From an optimization exercise on the open Yosys and OpenROAD flow, aimed at small area; shortcuts taken in it are not production practice. Function was checked by simulation only, so behaviour that the tests miss may differ from the original. In every run shown here, the design's own scripts or RTL, not TritonCTS, make the clock network. The clock input has no modelled driver; a real chip could not lean on it and would need a root buffer or a full tree. Power and IR drop assume default switching activity.

File: config.mk
export PLATFORM = sky130hd
export DESIGN_NAME = processor
export DESIGN_NICKNAME = processor
export VERILOG_FILES = /design/flow/design.v
export SDC_FILE = /design/flow/constraint.sdc
export NUM_CORES = 4
export LEC_CHECK = 0
export ABC_AREA = 1
export CAP_MARGIN = 0
export CORE_MARGIN = 2
export CORE_UTILIZATION = 40
export GPL_TIMING_DRIVEN = 0
export SLEW_MARGIN = 0
File: flow/run.sh
#!/bin/bash
# Layout flow: the standard ORFS flow with these changes.
#  1. Synthesis is synth_recipe.tcl, but ORFS's synth.tcl is sourced from a copy whose
#     ABC call uses flow/abc_area_nf.script (area-oriented &nf mapping) in place of ORFS's
#     script. Everything before ABC (including flip-flop mapping) is unchanged, so the
#     registers are the standard synthesis's.
#  2. Port buffers are sky130_fd_sc_hd__buf_1.
#  3. The clock tree is built by flow/manual_cts.tcl (ORFS's PRE_CTS_TCL hook):
#     clk port -> one clkbuf_4 -> 14 clkbuf_4, each driving a balanced k-means
#     cluster of flip-flops. The rest of ORFS's CTS step (legalisation, timing
#     repair) runs as usual.
set -euo pipefail
W=$PWD
sed 's|log_cmd abc {\*}$abc_args|lset abc_args 1 $::env(MY_ABC_SCRIPT)\n  log_cmd abc {*}$abc_args|' \
  "$FLOW_HOME/scripts/synth.tcl" > "$W/my_orfs_synth.tcl"
grep -q 'lset abc_args 1' "$W/my_orfs_synth.tcl"
sed "s|source \$::env(SCRIPTS_DIR)/synth.tcl|source $W/my_orfs_synth.tcl|" \
  "$W/synth_recipe.tcl" > "$W/my_synth.tcl"
grep -q "source $W/my_orfs_synth.tcl" "$W/my_synth.tcl"
export MY_ABC_SCRIPT="$W/flow/abc_area_nf.script"
export MCTS_LEAVES=14
export MCTS_LEAF_BUF=sky130_fd_sc_hd__clkbuf_4
export MCTS_ROOT_BUF=sky130_fd_sc_hd__clkbuf_4
bash "$W/standard.sh" finish \
  SYNTH_SCRIPT="$W/my_synth.tcl" \
  "BUFFER_PORTS_ARGS=-buffer_cell sky130_fd_sc_hd__buf_1" \
  PRE_CTS_TCL="$W/flow/manual_cts.tcl" \
  > "$W/flow_make.log" 2>&1
File: standard.sh
#!/bin/bash
# synth_recipe.tcl (not shown) runs the flow's synth.tcl, then flattens the netlist and writes it again
# the make line also repeats each setting of config.mk as NAME=value (left out here)
make -C /OpenROAD-flow-scripts/flow DESIGN_CONFIG=/design/flow/config.mk WORK_HOME=/design/flow/orfs CLKGATE_MAP_FILE= SYNTH_SCRIPT=/design/flow/synth_recipe.tcl "${@:-finish}"
File: constraint.sdc
create_clock -name core_clock -period 5.0 [get_ports {clk}]
set_input_delay 1.0000 -clock core_clock [delete_from_list [all_inputs] [get_ports {clk}]]
set_output_delay 1.0000 -clock core_clock [all_outputs]
set_load 0.01 [all_outputs]
File: flow/abc_area_nf.script
&get -n
&st
&dc2
&dc2
&st
&dch -f
&nf -a -R 1000 -C 32
&st
&dc2
&dch -f
&nf -a -R 1000 -C 32
&put
File: design.v
module processor(control_mem, enable, clk, reset_b, data_in, data_out, memory_assign, error, control_out);
input [2:0] control_mem;
input [2:0] control_out;
input clk;
input reset_b;
input [7:0] data_in;
input enable;
output [7:0] data_out;
output memory_assign;
output [2:0] error;
reg [7:0] data_out;
reg memory_assign;
reg [2:0] error;
localparam [5:0] NOP = 6'b001_000;  
reg [7:0] a, b, c, r0, r1;
reg [5:0] prog [0:7];
reg [5:0] ir;
reg [5:0] dec;
reg [2:0] count;
reg [2:0] count_assign;
reg count_mem;
wire [1:0] e_op = data_in[7:6];
wire [1:0] e_x  = data_in[5:4];
wire [1:0] e_y  = data_in[3:2];
wire e_m0 = data_in[1];
wire e_m1 = data_in[0];
wire e_xm = e_x[1] & e_x[0];
wire e_ym = e_y[1] & e_y[0];
wire e_mov = e_op[1] | e_op[0];
wire e_legal = (e_xm == (e_op[1] & e_op[0])) & (e_ym == (e_op[1] & ~e_op[0]));
wire e_err = e_mov & ~e_legal;
wire e_fx = e_err | (e_xm ? e_m0 : e_mov);
wire e_fy = e_err | (e_ym ? e_m1 : (e_xm & e_mov));
wire [5:0] enc = {e_x & {2{~e_err}}, e_fx, e_y & {2{~e_err}}, e_fy};
wire [1:0] dx = dec[5:4];
wire fx = dec[3];
wire [1:0] dy = dec[2:1];
wire fy = dec[0];
wire xm = dx[1] & dx[0];
wire ym = dy[1] & dy[0];
wire ill = ~xm & ~ym & fy;
wire mov = ~ill & ((~xm & fx) | (xm & ~ym & fy));
wire add = ~ill & ~mov;
wire ya = ~dy[1] & ~dy[0];
wire yb = ~dy[1] &  dy[0];
wire yc =  dy[1] & ~dy[0];
wire y0 = ym & ~fy;
wire y1 = ym &  fy;
wire [7:0] ybus = ({8{ya}} & a) | ({8{yb}} & b) | ({8{yc}} & c) | ({8{y0}} & r0) | ({8{y1}} & r1);
wire xa = ~dx[1] & ~dx[0];
wire xb = ~dx[1] &  dx[0];
wire xc =  dx[1] & ~dx[0];
wire x0 = xm & ~fx;
wire x1 = xm &  fx;
wire [7:0] xbus = {8{add}} & (({8{xa}} & a) | ({8{xb}} & b) | ({8{xc}} & c) | ({8{x0}} & r0) | ({8{x1}} & r1));
wire [8:0] cy;
wire [7:0] sum;
assign cy[0] = 1'b0;
genvar gi;
generate for (gi = 0; gi < 8; gi = gi + 1) begin : add_bit
	assign sum[gi] = xbus[gi] ^ ybus[gi] ^ cy[gi];
	assign cy[gi+1] = (xbus[gi] & ybus[gi]) | (cy[gi] & (xbus[gi] ^ ybus[gi]));
end endgenerate
wire we_a  = enable & (add | (mov & xa));
wire we_b  = enable & mov & xb;
wire we_c  = enable & mov & xc;
wire we_r0 = enable & mov & x0;
wire we_r1 = enable & mov & x1;
wire [7:0] cnt_oh = 8'b1 << count;
reg [5:0] prog_rd;
integer pi;
always @(*) begin
	prog_rd = 6'b0;
	for (pi = 0; pi < 8; pi = pi + 1) prog_rd = prog_rd | ({6{cnt_oh[pi]}} & prog[pi]);
end
wire ld_a  = (control_mem == 3'd0);
wire ld_b  = (control_mem == 3'd1);
wire ld_c  = (control_mem == 3'd2);
wire ld_m  = (control_mem == 3'd3);
wire ld_p  = (control_mem == 3'd4);
function [7:0] nxt;
	input w, l;
	input [7:0] wv, q;
	nxt = ({8{w}} & wv) | ({8{~w & l}} & data_in) | ({8{~w & ~l}} & q);
endfunction
wire rw = reset_b;
always @(posedge clk) begin
	a  <= nxt(rw & we_a,  rw & ld_a, sum, a);
	b  <= nxt(rw & we_b,  rw & ld_b, ybus, b);
	c  <= nxt(rw & we_c,  rw & ld_c, ybus, c);
	r0 <= nxt(rw & we_r0, rw & ld_m & ~count_mem, ybus, r0);
	r1 <= nxt(rw & we_r1, rw & ld_m & count_mem, ybus, r1);
end
wire so_a = rw & (control_out == 3'd0);
wire so_b = rw & (control_out == 3'd1);
wire so_c = rw & (control_out == 3'd2);
always @(posedge clk)
	data_out <= ({8{so_a}} & a) | ({8{so_b}} & b) | ({8{so_c}} & c) | ({8{~rw}} & data_out);
always @(posedge clk) begin
	if (!reset_b) begin
		count <= 3'b000;
		count_assign <= 3'b000;
		count_mem <= 1'b0;
		memory_assign <= 1'b0;
		error <= 3'b000;
		ir <= NOP;
		dec <= NOP;
	end else begin
		memory_assign <= ~control_mem[2] | (control_mem[1:0] == 2'b00);
		if (ld_m) count_mem <= 1'b1;
		if (ld_p) begin
			prog[count_assign] <= enc;
			if (count_assign != 3'b100) count_assign <= {count_assign[1:0], count_assign[2] ^ (count_assign[1] | ~count_assign[0])};
		end
		if (enable) begin
			ir <= prog_rd;
			if (count != count_assign) count <= {count[1:0], count[2] ^ (count[1] | ~count[0])};
		end
		dec <= ir;
		if (enable & ill) error <= error + 3'b001;
	end
end
endmodule
File: flow/manual_cts.tcl
# PRE_CTS_TCL hook: builds the clock tree by hand and turns the following
# clock_tree_synthesis call into a no-op. Tree: clk port -> one root buffer
# -> MCTS_LEAVES leaf buffers, each driving one k-means cluster of flip-flops.
set K $::env(MCTS_LEAVES)
set leaf_master $::env(MCTS_LEAF_BUF)
set root_master $::env(MCTS_ROOT_BUF)

set db [ord::get_db]
set block [ord::get_db_block]
set clk_net [$block findNet clk]
set sinks {}
foreach it [$clk_net getITerms] {
  lappend sinks $it
}
puts "manual_cts: [llength $sinks] clock sinks, $K leaves"

# sink positions (instance centre)
set pts {}
foreach it $sinks {
  set b [[$it getInst] getBBox]
  lappend pts [list [expr {([$b xMin] + [$b xMax]) / 2.0}] [expr {([$b yMin] + [$b yMax]) / 2.0}]]
}
# k-means, seeded along the sorted x (then y) order
set n [llength $pts]
set order [lsort -real -index 0 [lmap p $pts {set p}]]
set cent {}
for {set k 0} {$k < $K} {incr k} {
  lappend cent [lindex $order [expr {int(($k + 0.5) * $n / $K)}]]
}
set cap [expr {int(ceil(double($n) / $K))}]
for {set iter 0} {$iter < 50} {incr iter} {
  # capacity-limited assignment: points with the largest regret first
  set items {}
  set i 0
  foreach p $pts {
    set ds {}
    for {set k 0} {$k < $K} {incr k} {
      set c [lindex $cent $k]
      lappend ds [list $k [expr {abs([lindex $p 0] - [lindex $c 0]) + abs([lindex $p 1] - [lindex $c 1])}]]
    }
    set ds [lsort -real -index 1 $ds]
    set regret [expr {[lindex $ds end 1] - [lindex $ds 0 1]}]
    lappend items [list $i $regret $ds]
    incr i
  }
  set items [lsort -real -decreasing -index 1 $items]
  set asg [lrepeat $n 0]
  set fill [lrepeat $K 0]
  foreach item $items {
    foreach kd [lindex $item 2] {
      set k [lindex $kd 0]
      if {[lindex $fill $k] < $cap} {
        lset asg [lindex $item 0] $k
        lset fill $k [expr {[lindex $fill $k] + 1}]
        break
      }
    }
  }
  set newc {}
  for {set k 0} {$k < $K} {incr k} {
    set sx 0; set sy 0; set m 0
    foreach p $pts a $asg {
      if {$a == $k} { set sx [expr {$sx + [lindex $p 0]}]; set sy [expr {$sy + [lindex $p 1]}]; incr m }
    }
    if {$m > 0} { lappend newc [list [expr {$sx / $m}] [expr {$sy / $m}]] } else { lappend newc [lindex $cent $k] }
  }
  set cent $newc
}

proc mk_buf {block master name x y} {
  set m [[ord::get_db] findMaster $master]
  set inst [odb::dbInst_create $block $m $name]
  $inst setLocation [expr {int($x)}] [expr {int($y)}]
  $inst setPlacementStatus PLACED
  return $inst
}

# root buffer at the centre of the leaf buffers
set rx 0; set ry 0
foreach c $cent { set rx [expr {$rx + [lindex $c 0]}]; set ry [expr {$ry + [lindex $c 1]}] }
set rx [expr {$rx / $K}]; set ry [expr {$ry / $K}]
set root [mk_buf $block $root_master clkbuf_root $rx $ry]
set root_net [odb::dbNet_create $block clk_root]
$root_net setSigType CLOCK
[$root findITerm A] connect $clk_net
[$root findITerm X] connect $root_net

for {set k 0} {$k < $K} {incr k} {
  set c [lindex $cent $k]
  set lb [mk_buf $block $leaf_master clkbuf_leaf_$k [lindex $c 0] [lindex $c 1]]
  set ln [odb::dbNet_create $block clk_leaf_$k]
  $ln setSigType CLOCK
  [$lb findITerm A] connect $root_net
  [$lb findITerm X] connect $ln
  set cnt 0
  foreach it $sinks a $asg {
    if {$a == $k} { $it disconnect; $it connect $ln; incr cnt }
  }
  puts "manual_cts: leaf $k at $c drives $cnt sinks"
}

set_propagated_clock [all_clocks]
rename clock_tree_synthesis orig_clock_tree_synthesis
proc clock_tree_synthesis {args} { puts "manual_cts: clock tree built by hand, clock_tree_synthesis skipped" }
==> results of run 1 <==
worst max-delay path, cell delays in order (launching register included):
cell	delay, ps
sky130_fd_sc_hd__dfxtp_1	390
sky130_fd_sc_hd__nor2b_1	600
sky130_fd_sc_hd__a222oi_1	240
sky130_fd_sc_hd__and3_1	290
sky130_fd_sc_hd__clkinv_1	70
sky130_fd_sc_hd__ha_1	170
sky130_fd_sc_hd__fa_1	220
sky130_fd_sc_hd__fa_1	200
sky130_fd_sc_hd__clkinv_1	90
sky130_fd_sc_hd__fa_1	470
sky130_fd_sc_hd__fa_1	460
sky130_fd_sc_hd__fa_1	430
sky130_fd_sc_hd__clkinv_1	70
sky130_fd_sc_hd__fa_1	390
sky130_fd_sc_hd__a222oi_1	350
sky130_fd_sc_hd__clkinv_1	100
registers in the layout, summed over array words and instances, names as in the netlist:
name	count
b	8
dec	6
r0	8
count	3
c	8
r1	8
count_mem	1
prog	48
data_out	8
error	3
a	8
ir	6
count_assign	3
memory_assign	1
area by class of cell:
cell class	count	area, um^2
buffer	15	113
fill	1163	6700
inverter	19	71.3
multi-input combinational	325	2100
sequential	119	2860
tap	168	210
timing repair buffer	28	105
through the flow:
stage	power [mW]	util	hold slack, ps	setup slack, ps
floorplan	1.50	-	410	964
global placement	1.64	0.440	424	472
detailed placement	1.66	0.440	429	413
CTS	2.08	0.449	436	386
global route	2.20	0.449	451	43.5
finish	2.08	0.449	432	343
layout by cell type (no fill, tap or decap):
master                     synthesis  final
sky130_fd_sc_hd__dfxtp_1          71     71
sky130_fd_sc_hd__nand2_1          56     56
sky130_fd_sc_hd__edfxtp_1         48     48
sky130_fd_sc_hd__a22oi_1          47     47
sky130_fd_sc_hd__o21ai_0          46     46
sky130_fd_sc_hd__a222oi_1         35     35
sky130_fd_sc_hd__buf_1             0     28
sky130_fd_sc_hd__nor2_1           26     26
sky130_fd_sc_hd__clkinv_1         19     19
sky130_fd_sc_hd__a21oi_1          18     18
sky130_fd_sc_hd__clkbuf_4          0     15
sky130_fd_sc_hd__and3_1           14     14
sky130_fd_sc_hd__nand3_1          11     11
sky130_fd_sc_hd__and2_0           11     11
sky130_fd_sc_hd__a221oi_1          8      8
sky130_fd_sc_hd__nor3_1            7      7
sky130_fd_sc_hd__fa_1              6      6
sky130_fd_sc_hd__a221o_1           5      5
sky130_fd_sc_hd__a211oi_1          5      5
sky130_fd_sc_hd__o21a_1            5      5
sky130_fd_sc_hd__nor2b_1           4      4
sky130_fd_sc_hd__a21o_1            4      4
sky130_fd_sc_hd__ha_1              4      4
sky130_fd_sc_hd__nand2b_1          3      3
sky130_fd_sc_hd__xnor2_1           3      3
sky130_fd_sc_hd__nor3b_1           2      2
sky130_fd_sc_hd__o211ai_1          2      2
sky130_fd_sc_hd__a22o_1            1      1
sky130_fd_sc_hd__o22ai_1           1      1
sky130_fd_sc_hd__o221ai_1          1      1
worst min path at each step:
stage	slack, ps	cells past startpoint	end	start
3_3_place_gp	420	1	dec[3]	ir[3]
4_1_cts	440	1	dec[3]	ir[3]
6_report	430	1	dec[3]	ir[3]
2_1_floorplan	410	1	dec[3]	ir[3]
5_1_grt	450	1	dec[3]	ir[3]
3_5_place_dp	430	1	dec[3]	ir[3]
logic make-up after synthesis:
kind of cell,count (synthesis),synth area share
simple gates,134,0.122
buf+inv,19,0.0142
fa+ha+maj,10,0.0338
xor+xnor,3,0.00522
compound gates,178,0.256
flops,119,0.569
where the power goes:
part / internal, mW / switching [mW]
logic: 0.163 / 0.237
registers: 1.13 / 0.125
clock network: 0.137 / 0.292
routing by layer:
layer  part of all wire  up-vias  track usage
met5             0.0012        -            0
li1                   -     1927            -
met4              0.016        2       0.0365
met2               0.43      165        0.299
met3              0.071       20       0.0208
met1               0.48     1958        0.298
==> run notes, run 1 <==
* 0.0135 mm^2 — Die Footprint
* 463 — synthesized instance count
* sky130_fd_sc_hd__dfxtp_1, sky130_fd_sc_hd__nand2_1, sky130_fd_sc_hd__edfxtp_1 — commonest cells in the synthesized netlist
* 9.49 mm — detailed placer's ending HPWL
* 40 — number of rows created at floorplan
* 0.121 mV — VDD IR-drop max
* 0 — max-capacitance violation count
* 12.8 mm — Final Routed Wirelength
* 0.569 — sequential element share of the synthesized area
* 674 — final std cells w/o fill
* 116 um — Vert. Die Dim
* 1.84 nW — leakage
* 0.00535 mm^2 — area after detailed placement
* 0.0122 mm^2 — floorplan core area
* 29 — boundary pin count
* 110 ps — clock transition at the register clock pins on the worst setup and hold paths after CTS
* 3,829 — via count of the first global-routing pass
* 5100 ps — arrival time reported for the critical path endpoint
* 0 — Post-DRT Antenna Nets
* 28 — number of distinct standard cells referenced by the synthesized netlist
* 0.00503 mm^2 — cell area after synthesis
* no — setup repair after global routing missed its margin
* dec[1] — worst setup path startpoint
* 1 — warnings from Yosys
* 8.51% — Area Growth Syn to Fin
* 340 ps — slack of the worst reg-to-reg path
* 490 — Post-Synthesis Net Count
* 976 ps — transition time at the pin with the least slew margin
* finished clean — run status
* 27.1 ps — skew final
* 0.414 — starting density of the core
* 4660 ps — minimum clock period after layout
* 10.9 um^2 — mean instance size in the synthesized netlist
* a[6] — end of the worst register-to-register path
* 568 — drt initial violations
* 6 — number of detailed-route iterations in the first pass
* 659 — # placed instances
* 119 — number of storage elements in the synthesis netlist
* 4,072 — via count
* 215 MHz — achievable frequency
* 0.194 — global-route total usage across every layer
* 116 um — die width
* dec[1] — startpoint of the lowest-slack register-to-register path
* 20.8 mm — first-pass GRT wire length
* sky130_fd_sc_hd__edfxtp_1, sky130_fd_sc_hd__dfxtp_1, sky130_fd_sc_hd__a22oi_1 — cell types occupying the most area after synthesis
* 22 — pin count of the biggest net entering global routing
* 0 — DRC violation count after routing
* sky130_fd_sc_hd__edfxtp_1 — Synth area leader
* 0.931 — final worst path period share
* 0 — ANT cells
* 550 ps — Worst-Skew Late Latency
* flop to flop — start-to-end type of the worst setup path
* 19.0 um — average wire per standard cell
* 0 — number of hold-repair buffers added at the cts stage
* flop — sort of element at the start of the critical path
* sky130_fd_sc_hd__dfxtp_1 — most used flip-flop cell after synthesis
* 8 — crit path max fanout
* 0 — Max Transition Viols Final
* 0 — post-CTS setup repair buffer count
* flop to flop — path class of the lowest-slack min-delay path
* 0 — share of async-settable or async-resettable flops after synthesis
* 0 ps — Total Neg Setup Slack
* 1 — antenna violations before repair
* 0.346 — headroom to the max-slew limit
* flop — Worst setup EP type
* 0 — overflow left after global routing
* 535 — fin nets
* 0 — Final Hold Viols
* 48 — number of flops mapped to enable cells by yosys
* 0.00546 mm^2 — area of all placed cells without fillers
* 28 — IO buf count
* 5440 ps — CP required
* a[6] — destination of the critical timing path
* 0 — number of setup violations in the final report
* 15 — number of cell instances on the worst register-to-register path
* 0.286 — area share of the leading cell type in the synthesized netlist
* 0 — Resized cells post-CTS
* sky130_fd_sc_hd__dfxtp_1 — library cell with the highest instance count after synthesis
* 6.04 — Via density
* 0.879 — routability congestion estimate from global placement
* 381 mW/mm^2 — power density cells
* 0.0296 — proportion of layout cells with a drive suffix above 1
==> inputs of run 2 (changes only) <==
--- a/flow/run.sh
+++ b/flow/run.sh
@@ -7,5 +7,5 @@
 #  2. Port buffers are sky130_fd_sc_hd__buf_1.
 #  3. The clock tree is built by flow/manual_cts.tcl (ORFS's PRE_CTS_TCL hook):
-#     clk port -> one clkbuf_4 -> 14 clkbuf_4, each driving a balanced k-means
+#     clk port -> one clkbuf_4 -> 13 clkbuf_4, each driving a balanced k-means
 #     cluster of flip-flops. The rest of ORFS's CTS step (legalisation, timing
 #     repair) runs as usual.
@@ -19,5 +19,5 @@
 grep -q "source $W/my_orfs_synth.tcl" "$W/my_synth.tcl"
 export MY_ABC_SCRIPT="$W/flow/abc_area_nf.script"
-export MCTS_LEAVES=14
+export MCTS_LEAVES=13
 export MCTS_LEAF_BUF=sky130_fd_sc_hd__clkbuf_4
 export MCTS_ROOT_BUF=sky130_fd_sc_hd__clkbuf_4
==> run notes, run 2 <==
* sky130_fd_sc_hd__nor2b_1 — slowest CP cell
* 0 — number of setup violations in the final report, unchanged
* 0 — DRC violation count after routing, unchanged
* 12.8 mm — Final Routed Wirelength, -0.25%
* 5430 ps — CP required, about the same
* 0 ps — Total Neg Setup Slack, unchanged
* 0.348 — headroom to the max-slew limit, +0.00270
* flop — sort of element at the start of the critical path
* prog — Largest Register
* 5080 ps — arrival time reported for the critical path endpoint, -20 ps
* 571 — drt initial violations, +0.53%
* flop — Worst setup EP type
* 0 — Final Hold Viols, unchanged
* 8.41% — Area Growth Syn to Fin, about the same
* 0.879 — routability congestion estimate from global placement, unchanged
* 48 — number of flops mapped to enable cells by yosys, unchanged
* 22 — pin count of the biggest net entering global routing, unchanged
* 4 — number of buffer and inverter stages on the critical path, unchanged
* 25.4 ps — skew final, -1.71 ps
* 0 — Max Transition Viols Final, unchanged
* 540 ps — Worst-Skew Late Latency, about the same
* 20.9 mm — first-pass GRT wire length, +0.30%
* flop to flop — path class of the lowest-slack min-delay path
* 28 — number of distinct standard cells referenced by the synthesized netlist, unchanged
* 28 — IO buf count, unchanged
* 4650 ps — minimum clock period after layout, -4.10 ps
* dec[1] — worst setup path startpoint
* 0.00545 mm^2 — area of all placed cells without fillers, about the same
* 0.315 — switching part of the total power, +0.000653
* 0.569 — sequential element share of the synthesized area, unchanged
* 116 um — die width, unchanged
* sky130_fd_sc_hd__dfxtp_1 — most used flip-flop cell after synthesis
* 610 ps — maximum cell stage delay along the critical path, about the same
* 116 um — Vert. Die Dim, unchanged
* 0.123 mV — VDD IR-drop max, +2.2%
* nor2b_1, a222oi_1, and3_1, clkinv_1, ha_1, fa_1, fa_1, clkinv_1, fa_1, fa_1, fa_1, clkinv_1, fa_1, a222oi_1, clkinv_1 — Cell Chain, Critical Path
* 0 — Resized cells post-CTS, unchanged
* 0.00503 mm^2 — cell area after synthesis, unchanged
* 446 ps — Final Hold Slack, +14.2 ps
* 0.193 — relative contribution of combinational cells to total power, about the same
* 29 — boundary pin count, unchanged
* 3,853 — via count of the first global-routing pass, +0.63%
* 0 — post-CTS setup repair buffer count, unchanged
* 0.414 — starting density of the core, unchanged
* 0 — share of async-settable or async-resettable flops after synthesis, unchanged
* 534 — fin nets, -0.19%
* sky130_fd_sc_hd__dfxtp_1, sky130_fd_sc_hd__nand2_1, sky130_fd_sc_hd__edfxtp_1 — commonest cells in the synthesized netlist
* 0.0277 — proportion of layout cells with a drive suffix above 1, -0.00192
* 0 — max-capacitance violation count, unchanged
* 9.49 mm — detailed placer's ending HPWL, unchanged
* 659 — # placed instances, unchanged
* 119 — number of storage elements in the synthesis netlist, unchanged
* 1,172 — number of fill cells, +0.77%
* 1 — antenna violations before repair, unchanged
* 6 — number of detailed-route iterations in the first pass, unchanged
* 0.194 — global-route total usage across every layer, +0.000665
* sky130_fd_sc_hd__edfxtp_1 — Synth area leader
* 0 — overflow left after global routing, unchanged
* no — setup repair after global routing missed its margin
* 1.42 mW — Pint, -0.57%
* 8 — crit path max fanout, unchanged
* sky130_fd_sc_hd__edfxtp_1, sky130_fd_sc_hd__dfxtp_1, sky130_fd_sc_hd__a22oi_1 — cell types occupying the most area after synthesis
* 674 — final std cells w/o fill, unchanged
* 0.286 — area share of the leading cell type in the synthesized netlist, unchanged
* 19.0 um — average wire per standard cell, -0.25%
* flop to flop — start-to-end type of the worst setup path
* 1 — warnings from Yosys, unchanged
* 6.05 — Via density, +0.22%
* 0.0122 mm^2 — floorplan core area, unchanged
* 0.931 — final worst path period share, about the same
* 1.83 nW — leakage, -0.25%
* 40 — number of rows created at floorplan, unchanged
* 0.0135 mm^2 — Die Footprint, unchanged
* ir[3] — startpoint of the most critical hold path
* finished clean — run status
* 0 — Post-DRT Antenna Nets, unchanged
* 970 ps — transition time at the pin with the least slew margin, -5.62 ps
* 379 mW/mm^2 — power density cells, -0.39%
* 110 ps — clock transition at the register clock pins on the worst setup and hold paths after CTS, about the same
* 0.604 — sequential group share of total power, +0.003
* 0.203 — clock share of power, -0.003
* 0.00535 mm^2 — area after detailed placement, unchanged
* 10.9 um^2 — mean instance size in the synthesized netlist, unchanged
* 463 — synthesized instance count, unchanged
* sky130_fd_sc_hd__dfxtp_1 — library cell with the highest instance count after synthesis
* sky130_fd_sc_hd__dfxtp_1, sky130_fd_sc_hd__nand2_1, sky130_fd_sc_hd__edfxtp_1, sky130_fd_sc_hd__a22oi_1, sky130_fd_sc_hd__o21ai_0 — commonest non-fill, non-tap cells in the layout
* 48 — max FFs per register, unchanged
* 0.652 mW — Net Sw Power, -0.27%
* 4,081 — via count, +0.22%
* 490 — Post-Synthesis Net Count, unchanged
* 0 — number of hold-repair buffers added at the cts stage, unchanged
* adder cells — family of cells with the greatest summed delay on the critical path
* sky130_fd_sc_hd__dfxtp_1 — most common cell after layout, fill and taps aside
* 215 MHz — achievable frequency, about the same
* 0.448 — Core Util, Final, about the same
* dec[1] — startpoint of the lowest-slack register-to-register path
* sky130_fd_sc_hd__fa_1 — cell occurring most often along the worst timing path
-- run 2: cell count changes in the layout (fill, tap and decap cells not counted), sizes merged --
cell    delta
diode      +1
clkbuf     -1
-- run 2: cell families (layout without fill, tap and decap cells) --
group                      count (synthesis)  in the layout  share of synthesized area
buffers and inverters                     19             61                     0.0142
AOI/OAI and AO/OA                        178            178                      0.256
and+or+nand+nor                          134            134                      0.122
xor gates and xnor gates                   3              3                    0.00522
other                                      0              1                          0
DFF                                      119            119                      0.569
adders and majority gates                 10             10                     0.0338
-- run 2: area by class of cell --
type	count	area (um^2)	area share
inverters	19	71.3	0.0131
repair buffers	28	105	0.0193
well taps	168	210	0.0385
multi-input cells	325	2100	0.384
flip-flops and latches	119	2860	0.525
plain buffers	14	105	0.0193
diodes	1	2.50	0.000459
-- run 2: worst paths after layout --
path                            endpoint  slack (ps)  cells past startpoint
worst min register to register    dec[3]         450                      1
worst min-delay path              dec[3]         450                      1
worst max register to register      a[6]         350                     15
worst max-delay path                a[6]         350                     15
-- run 2: stage by stage --
stage / setup WS (ps) / total power [mW]
3_5_place_dp: 413 / 1.66
4_1_cts: 363 / 2.06
5_1_grt: 26.9 / 2.19
2_1_floorplan: 964 / 1.50
6_report: 347 / 2.07
3_3_place_gp: 472 / 1.64
-- run 2: layer usage --
metal / global-route usage / wire, um / up-vias
met2: 0.297 / 5460 / 170
li1: - / - / 1931
met5: 0 / 0 / -
met1: 0.302 / 6200 / 1966
met4: 0.0365 / 202 / 0
met3: 0.0208 / 933 / 14
-- run 2: power groups by stage --
stage	registers (mW)	clock network, mW	logic [mW]
finish	1.25	0.420	0.399
detailed placement	1.26	0	0.393
global route	1.27	0.471	0.455
CTS	1.24	0.425	0.396
global placement	1.26	0	0.384
floorplan	1.23	0	0.279
==> inputs of run 3 (changes only) <==
--- a/design.v
+++ b/design.v
@@ -13,5 +13,6 @@
 reg [2:0] error;
 localparam [5:0] NOP = 6'b001_000;  
-reg [7:0] a, b, c, r0, r1;
+reg [7:0] a_n, b_n, c_n, r0_n, r1_n;  
+wire [7:0] a = ~a_n, b = ~b_n, c = ~c_n, r0 = ~r0_n, r1 = ~r1_n;
 reg [5:0] prog [0:7];
 reg [5:0] ir;
@@ -86,9 +87,9 @@
 wire rw = reset_b;
 always @(posedge clk) begin
-	a  <= nxt(rw & we_a,  rw & ld_a, sum, a);
-	b  <= nxt(rw & we_b,  rw & ld_b, ybus, b);
-	c  <= nxt(rw & we_c,  rw & ld_c, ybus, c);
-	r0 <= nxt(rw & we_r0, rw & ld_m & ~count_mem, ybus, r0);
-	r1 <= nxt(rw & we_r1, rw & ld_m & count_mem, ybus, r1);
+	a_n <= ~nxt(rw & we_a,  rw & ld_a, sum, a);
+	b_n <= ~nxt(rw & we_b,  rw & ld_b, ybus, b);
+	c_n <= ~nxt(rw & we_c,  rw & ld_c, ybus, c);
+	r0_n <= ~nxt(rw & we_r0, rw & ld_m & ~count_mem, ybus, r0);
+	r1_n <= ~nxt(rw & we_r1, rw & ld_m & count_mem, ybus, r1);
 end
 wire so_a = rw & (control_out == 3'd0);
==> run notes, run 3 <==
* finished clean — run status
* dec[1] — startpoint of the lowest-slack register-to-register path
* 21 — pin count of the biggest net entering global routing, -4.5%
* 2.40 mW — Design Power, +16%
* sky130_fd_sc_hd__nor2_1, sky130_fd_sc_hd__dfxtp_1, sky130_fd_sc_hd__edfxtp_1 — commonest cells in the synthesized netlist
* 0.913 — routability congestion estimate from global placement, +3.8%
* 1070 ps — transition time at the pin with the least slew margin, +96.2 ps
* 3,952 — via count of the first global-routing pass, +2.6%
* 0 ps — Total Neg Setup Slack, unchanged
* 0.0269 — proportion of layout cells with a drive suffix above 1, -0.000851
* 5.97 — Via density, -1.4%
* 0 — Max Transition Viols Final, unchanged
* 0.449 — Core Util, Final, +0.000820
* 0 — number of hold-repair buffers added at the cts stage, unchanged
* 330 ps — slack of the worst reg-to-reg path, about the same
* 0 — Final Hold Viols, unchanged
* sky130_fd_sc_hd__nor2_1 — library cell with the highest instance count after synthesis
* 29 — boundary pin count, unchanged
* 116 um — die width, about the same
* 0 — Resized cells post-CTS, unchanged
* 446 ps — Final Hold Slack, -0.895 ps
* 530 ps — Worst-Skew Late Latency, about the same
* 0 — share of async-settable or async-resettable flops after synthesis, unchanged
* 5 — number of detailed-route iterations in the first pass, -1
* 0.00286 mm^2 — area used by sequential logic in the layout, unchanged
* 0.179 mV — VDD IR-drop max, +45%
* sky130_fd_sc_hd__edfxtp_1 — Synth area leader
* prog — Largest Register
* 0.173 — clock share of power, -0.030
* 479 — synthesized instance count, +3.5%
* 8.37% — Area Growth Syn to Fin, about the same
* 440 mW/mm^2 — power density cells, +16%
* dec[3] — destination of the worst hold path
* 0 — Post-DRT Antenna Nets, unchanged
* 4,113 — via count, +0.78%
* 10.5 um^2 — mean instance size in the synthesized netlist, -3.5%
* 334 ps — Worst Setup Slack, final, -13.2 ps
* 5440 ps — CP required, about the same
* 0.415 — starting density of the core, +0.000883
* 4670 ps — minimum clock period after layout, +13.2 ps
* 48 — max FFs per register, unchanged
* a_n[7] — end of the worst register-to-register path
* 0 — post-CTS setup repair buffer count, unchanged
* flop to flop — path class of the lowest-slack min-delay path
* flop — Worst setup EP type
* 0.0121 mm^2 — floorplan core area, -0.41%
* 12.8 mm — Final Routed Wirelength, +0.34%
* 0 — max-capacitance violation count, unchanged
* 0.287 — area share of the leading cell type in the synthesized netlist, +0.000571
* sky130_fd_sc_hd__edfxtp_1, sky130_fd_sc_hd__dfxtp_1, sky130_fd_sc_hd__a221oi_1 — cell types occupying the most area after synthesis
* ir[3] — startpoint of the most critical hold path
* 1 — Hold Path Depth, unchanged
* 0.0135 mm^2 — Die Footprint, -0.19%
* 0.271 — relative contribution of combinational cells to total power, +0.078
* sky130_fd_sc_hd__nor2_1, sky130_fd_sc_hd__dfxtp_1, sky130_fd_sc_hd__edfxtp_1, sky130_fd_sc_hd__a221oi_1, sky130_fd_sc_hd__nand2_1 — commonest non-fill, non-tap cells in the layout
* 0.284 — headroom to the max-slew limit, -0.0646
* 0.570 — sequential element share of the synthesized area, +0.00113
* 1 — antenna violations before repair, unchanged
* 18.6 um — average wire per standard cell, -1.8%
* 119 — number of storage elements in the synthesis netlist, unchanged
* 0 — DRC violation count after routing, unchanged
* sky130_fd_sc_hd__dfxtp_1 — most used flip-flop cell after synthesis
* 1.55 mW — Pint, +9.7%
* flop to flop — start-to-end type of the worst setup path
* 0.351 — switching part of the total power, +0.0357
* 9.66 mm — detailed placer's ending HPWL, +1.8%
* 0.933 — final worst path period share, +0.00265
* 32 — number of distinct standard cells referenced by the synthesized netlist, +14%
* 550 — fin nets, +3.0%
* 8 — crit path max fanout, unchanged
* 1.81 nW — leakage, -1.3%
* 116 um — Vert. Die Dim, about the same
* 20.9 mm — first-pass GRT wire length, +0.20%
* sky130_fd_sc_hd__nor2_1 — most common cell after layout, fill and taps aside
* 0 — number of setup violations in the final report, unchanged
* 506 — Post-Synthesis Net Count, +3.3%
* 214 MHz — achievable frequency, -0.28%
* 15 — number of cell instances on the worst register-to-register path, unchanged
* 0.841 mW — Net Sw Power, +29%
* 0 — ANT cells, -1
* 0.00212 mm^2 — area of the multi-input gates, +1.1%
* 5110 ps — arrival time reported for the critical path endpoint, +30 ps
* 0.193 — global-route total usage across every layer, -0.000990
* flop — sort of element at the start of the critical path
* 0 — overflow left after global routing, unchanged
* 29.7 ps — skew final, +4.27 ps
* 110 ps — clock transition at the register clock pins on the worst setup and hold paths after CTS, about the same
* 0.556 — sequential group share of total power, -0.048
* 1 — warnings from Yosys, unchanged
* 48 — number of flops mapped to enable cells by yosys, unchanged
* no — setup repair after global routing missed its margin
* 372 ps — worst setup timing slack at the placement stage, -41.1 ps
* 40 — number of rows created at floorplan, unchanged
* 28 — IO buf count, unchanged
* 383 — drt initial violations, -33%
* 1,157 — number of fill cells, -1.3%
* 0.00502 mm^2 — cell area after synthesis, -0.20%
[run 3: cell count changes in the layout (fill, tap and decap cells not counted), moves of 9 or more]
cell / previous run / this run
sky130_fd_sc_hd__nor3_1: 7 / 18
sky130_fd_sc_hd__and3_1: 14 / 1
sky130_fd_sc_hd__o21ai_0: 46 / 15
sky130_fd_sc_hd__a222oi_1: 35 / 7
sky130_fd_sc_hd__clkinv_1: 19 / 10
sky130_fd_sc_hd__nand2_1: 56 / 30
sky130_fd_sc_hd__a221oi_1: 8 / 46
sky130_fd_sc_hd__o221ai_1: 1 / 17
sky130_fd_sc_hd__a22oi_1: 47 / 7
sky130_fd_sc_hd__o22ai_1: 1 / 25
sky130_fd_sc_hd__nor2_1: 26 / 98
[run 3: layer usage]
| metal | track usage | part of all wire | vias to the layer above |
|---|---|---|---|
| met5 | 0 | 0.0012 | - |
| met4 | 0.0389 | 0.017 | 2 |
| met3 | 0.0214 | 0.094 | 21 |
| met2 | 0.312 | 0.44 | 169 |
| met1 | 0.284 | 0.44 | 1968 |
| li1 | - | - | 1953 |
[run 3: critical path, cell delays in order, from the launching register on]
cell and delay [ps]:
sky130_fd_sc_hd__dfxtp_1 440, sky130_fd_sc_hd__or2_0 440, sky130_fd_sc_hd__o22ai_1 140, sky130_fd_sc_hd__nor2_1 120
sky130_fd_sc_hd__o221ai_1 300, sky130_fd_sc_hd__ha_1 330, sky130_fd_sc_hd__fa_1 460, sky130_fd_sc_hd__fa_1 480
sky130_fd_sc_hd__fa_1 460, sky130_fd_sc_hd__fa_1 430, sky130_fd_sc_hd__clkinv_1 70, sky130_fd_sc_hd__fa_1 200
sky130_fd_sc_hd__fa_1 190, sky130_fd_sc_hd__xnor2_1 90, sky130_fd_sc_hd__xnor2_1 160, sky130_fd_sc_hd__a221oi_1 260
[run 3: cell families after synthesis]
kind of cell,synth area share
adder cells (fa/ha/maj),0.0339
XOR/XNOR,0.00698
multiplexers,0.00199
AO/OA/AOI/OAI,0.211
AND/OR/NAND/NOR,0.168
flip-flops,0.570
buffers and inverters,0.00748
[run 3: worst max path at each step]
stage               startpoint  endpoint  cells past startpoint
floorplan               dec[5]    a_n[7]                     16
global placement        dec[1]    a_n[7]                     15
detailed placement      dec[1]    a_n[7]                     15
CTS                     dec[1]    a_n[7]                     15
global route            dec[1]    a_n[7]                     15
finish                  dec[1]    a_n[7]                     15
[run 3: layout make-up]
class | instances | share of cell area
Sequential cell | 119 | 0.526
Timing Repair Buffer | 28 | 0.0193
Inverter | 10 | 0.00690
Buffer | 14 | 0.0193
Multi-Input combinational cell | 350 | 0.390
Tap cell | 168 | 0.0386
[run 3: power by group through the flow]
| stage | Clock (mW) | Sequential (mW) | Combinational, mW |
|---|---|---|---|
| 4_1_cts | 0.427 | 1.32 | 0.645 |
| 3_3_place_gp | 0 | 1.34 | 0.625 |
| 3_5_place_dp | 0 | 1.35 | 0.640 |
| 6_report | 0.414 | 1.33 | 0.649 |
| 2_1_floorplan | 0 | 1.30 | 0.470 |
| 5_1_grt | 0.466 | 1.35 | 0.730 |
[run 3: stage by stage]
step | cell area, um^2 | instances
3_5_place_dp | 5340 | 675
5_1_grt | 5440 | 689
6_report | 5440 | 689
3_3_place_gp | 5340 | 675
2_1_floorplan | 5020 | 479
4_1_cts | 5440 | 689
==> inputs of run 4 (changes only) <==
--- a/flow/run.sh
+++ b/flow/run.sh
@@ -7,5 +7,5 @@
 #  2. Port buffers are sky130_fd_sc_hd__buf_1.
 #  3. The clock tree is built by flow/manual_cts.tcl (ORFS's PRE_CTS_TCL hook):
-#     clk port -> one clkbuf_4 -> 13 clkbuf_4, each driving a balanced k-means
+#     clk port -> one clkbuf_4 -> 11 clkbuf_4, each driving a balanced k-means
 #     cluster of flip-flops. The rest of ORFS's CTS step (legalisation, timing
 #     repair) runs as usual.
@@ -19,5 +19,5 @@
 grep -q "source $W/my_orfs_synth.tcl" "$W/my_synth.tcl"
 export MY_ABC_SCRIPT="$W/flow/abc_area_nf.script"
-export MCTS_LEAVES=13
+export MCTS_LEAVES=11
 export MCTS_LEAF_BUF=sky130_fd_sc_hd__clkbuf_4
 export MCTS_ROOT_BUF=sky130_fd_sc_hd__clkbuf_4
==> run notes, run 4 <==
* 0 — Post-DRT Antenna Nets, unchanged
* 9.66 mm — detailed placer's ending HPWL, unchanged
* 1070 ps — transition time at the pin with the least slew margin, +2.41 ps
* 214 MHz — achievable frequency, about the same
* 0 — number of setup violations in the final report, unchanged
* sky130_fd_sc_hd__edfxtp_1, sky130_fd_sc_hd__dfxtp_1, sky130_fd_sc_hd__a221oi_1 — cell types occupying the most area after synthesis
* 3,923 — via count of the first global-routing pass, -0.73%
* sky130_fd_sc_hd__edfxtp_1 — Synth area leader
* 29 — boundary pin count, unchanged
* 0.272 — relative contribution of combinational cells to total power, about the same
* 0.415 — starting density of the core, unchanged
* 5090 ps — arrival time reported for the critical path endpoint, -20 ps
* 0 — Resized cells post-CTS, unchanged
* 0.448 — Core Util, Final, -0.00103
* 506 — Post-Synthesis Net Count, unchanged
* 520 ps — Worst-Skew Late Latency, about the same
* 18.7 um — average wire per standard cell, +0.42%
* 0 — max-capacitance violation count, unchanged
* flop to flop — path class of the lowest-slack min-delay path
* 0.282 — headroom to the max-slew limit, -0.00162
* 12.9 mm — Final Routed Wirelength, +0.27%
* 0 — overflow left after global routing, unchanged
* 2.38 mW — Design Power, -0.80%
* 0.194 — global-route total usage across every layer, +0.000555
* finished clean — run status
* 0.167 — clock share of power, -0.006
* sky130_fd_sc_hd__nor2_1 — most common cell after layout, fill and taps aside
* 0 ps — Total Neg Setup Slack, unchanged
* 8.12% — Area Growth Syn to Fin
* 0.313 — met2 layer usage reported by global route, +0.00117
* 0.561 — sequential group share of total power, +0.005
* 4,125 — via count, +0.29%
* 0 — Final Hold Viols, unchanged
* a_n[7] — destination of the critical timing path
* 0.0135 mm^2 — Die Footprint, unchanged
* 28 — IO buf count, unchanged
* 423 — drt initial violations, +10%
* 0.913 — routability congestion estimate from global placement, unchanged
* 5 — number of detailed-route iterations in the first pass, unchanged
* 21 — pin count of the biggest net entering global routing, unchanged
* 0.151 mV — VDD IR-drop max, -15%
* sky130_fd_sc_hd__nor2_1 — library cell with the highest instance count after synthesis
* 6.00 — Via density, +0.44%
* sky130_fd_sc_hd__nor2_1, sky130_fd_sc_hd__dfxtp_1, sky130_fd_sc_hd__edfxtp_1 — commonest cells in the synthesized netlist
* no — setup repair after global routing missed its margin
* 0.00502 mm^2 — cell area after synthesis, unchanged
* 438 mW/mm^2 — power density cells, -0.57%
* 0.0231 — proportion of layout cells with a drive suffix above 1, -0.00375
* 1 — warnings from Yosys, unchanged
* 116 um — Vert. Die Dim, unchanged
* 119 — number of storage elements in the synthesis netlist, unchanged
* a_n[7] — end of the worst register-to-register path
* dec[1] — startpoint of the lowest-slack register-to-register path
* 548 — fin nets, -0.36%
* 40 — number of rows created at floorplan, unchanged
* 1 — antenna violations before repair, unchanged
* 0.00698 — xor/xnor share of the synthesized area, unchanged
* 479 — synthesized instance count, unchanged
* flop — sort of element at the start of the critical path
* flop to flop — start-to-end type of the worst setup path
* 8 — crit path max fanout, unchanged
* 0.840 mW — Net Sw Power, -0.16%
* 330 ps — slack of the worst reg-to-reg path, about the same
* 0 — DRC violation count after routing, unchanged
* met2 — GRT Max-Usage Layer
* 332 ps — Worst Setup Slack, final, -2.16 ps
* sky130_fd_sc_hd__dfxtp_1 — most used flip-flop cell after synthesis
* prog — Largest Register
* 0.353 — switching part of the total power, +0.00225
* compound AO/OA/AOI/OAI gates — combinational family with the most area after synthesis
* 0 — Max Transition Viols Final, unchanged
* 21.0 mm — first-pass GRT wire length, +0.33%
* 4670 ps — minimum clock period after layout, +2.16 ps
* 20.7 ps — skew final, -8.95 ps
* 0.287 — global-route track usage on met1, +0.00300
* 48 — max FFs per register, unchanged
* 15 — number of cell instances on the worst register-to-register path, unchanged
* 0 — share of async-settable or async-resettable flops after synthesis, unchanged
* 0.570 — sequential element share of the synthesized area, unchanged
* 0.287 — area share of the leading cell type in the synthesized netlist, unchanged
* 120 ps — clock transition at the register clock pins on the worst setup and hold paths after CTS, about the same
* 0.0167 — met3 Resource Use GR, -0.00471
* 32 — number of distinct standard cells referenced by the synthesized netlist, unchanged
* dec[1] — worst setup path startpoint
* 0.0121 mm^2 — floorplan core area, unchanged
* 1.54 mW — Pint, -1.1%
* 0.00199 — multiplexer area fraction after synthesis, unchanged
* 0 — number of hold-repair buffers added at the cts stage, unchanged
* 48 — number of flops mapped to enable cells by yosys, unchanged
* 0.168 — Post-Synth Simple-Gate Area, unchanged
* sky130_fd_sc_hd__nor2_1, sky130_fd_sc_hd__dfxtp_1, sky130_fd_sc_hd__edfxtp_1, sky130_fd_sc_hd__a221oi_1, sky130_fd_sc_hd__nand2_1 — commonest non-fill, non-tap cells in the layout
* 0.211 — Compound-Gate Fraction of Synth Area, unchanged
* 5430 ps — CP required, about the same
* flop — Worst setup EP type
* 0.934 — final worst path period share, about the same
* 372 ps — worst setup timing slack at the placement stage, unchanged
* 116 um — die width, unchanged
* 1.80 nW — leakage, -0.51%
* 10.5 um^2 — mean instance size in the synthesized netlist, unchanged
* 0 — post-CTS setup repair buffer count, unchanged
* 0.0339 — Synth Area in Adders, unchanged
==> run 4: cells by family after synthesis <==
logic type,after synthesis
buffers and inverters,10
adder cells (fa/ha/maj),10
AND/OR/NAND/NOR,192
multiplexers,1
flip-flops,119
AO/OA/AOI/OAI,143
XOR/XNOR,4
==> run 4: power groups by stage <==
| stage | clock, mW | sequential, mW | combinational (mW) |
|---|---|---|---|
| finish | 0.397 | 1.33 | 0.647 |
| detailed placement | 0 | 1.35 | 0.640 |
| floorplan | 0 | 1.30 | 0.470 |
| CTS | 0.410 | 1.32 | 0.645 |
| global placement | 0 | 1.34 | 0.625 |
| global route | 0.446 | 1.35 | 0.730 |
==> run 4: layer usage <==
metal / share of wire / routed length (um) / up-vias
li1: - / - / 1949
met1: 0.46 / 5930 / 1971
met2: 0.44 / 5670 / 184
met3: 0.077 / 997 / 21
met4: 0.022 / 284 / 0
met5: 0 / 0 / -
==> run 4: per-stage QoR <==
step	instance area, um^2	std cells	hold slack [ps]
2_1_floorplan	5020	479	410
3_3_place_gp	5340	675	424
3_5_place_dp	5340	675	423
4_1_cts	5430	687	450
5_1_grt	5430	687	483
6_report	5430	688	451
==> run 4: worst max-delay path, stage by stage, from the launching register on <==
cell                       delay, ps
sky130_fd_sc_hd__dfxtp_1         440
sky130_fd_sc_hd__or2_0           440
sky130_fd_sc_hd__o22ai_1         140
sky130_fd_sc_hd__nor2_1          120
sky130_fd_sc_hd__o221ai_1        300
sky130_fd_sc_hd__ha_1            330
sky130_fd_sc_hd__fa_1            460
sky130_fd_sc_hd__fa_1            480
sky130_fd_sc_hd__fa_1            460
sky130_fd_sc_hd__fa_1            430
sky130_fd_sc_hd__clkinv_1         70
sky130_fd_sc_hd__fa_1            200
sky130_fd_sc_hd__fa_1            190
sky130_fd_sc_hd__xnor2_1          90
sky130_fd_sc_hd__xnor2_1         160
sky130_fd_sc_hd__a221oi_1        260
==> run 4: worst min-delay path by stage <==
stage	from	to	slack, ps	cells past startpoint
2_1_floorplan	ir[3]	dec[3]	410	1
3_3_place_gp	ir[3]	dec[3]	420	1
3_5_place_dp	ir[3]	dec[3]	420	1
4_1_cts	ir[3]	dec[3]	450	1
5_1_grt	ir[3]	dec[3]	480	1
6_report	ir[3]	dec[3]	450	1
==> run 4: area by class of cell <==
cell class              count  area, um^2
diodes                      1        2.50
fillers                  1162        6680
repair buffers             28         105
plain buffers              12        90.1
multi-input cells         350        2120
well taps                 168         210
flip-flops and latches    119        2860
inverters                  10        37.5

-- separate check: timing with driven ports --
No port has a modelled driver above. Below, the same layouts with a new extraction and two added sets of constraints. Step 1, drivers: a clkbuf_16 drives clk and a buf_2 each remaining input, both assumed. Step 2, shift: input delay + t, output delay - t, t = (earliest + latest rising clock arrival at the registers) / 2. This alone moves slack from input paths to output paths. a / b / c = ideal / step 1 / step 2; a / b = the first two.
| run | t, ns | slack for setup (ns) | pins driven straight from the clock port |
|---|---|---|---|
| run 1 | 0.568 | 0.343 / 0.343 / 0.343 | 1 |
| run 2 | 0.556 | 0.347 / 0.347 / 0.347 | 1 |
| run 3 | 0.551 | 0.334 / 0.334 / 0.334 | 1 |
| run 4 | 0.546 | 0.332 / 0.332 / 0.332 | 1 |
After both steps every run listed still meets setup and hold.
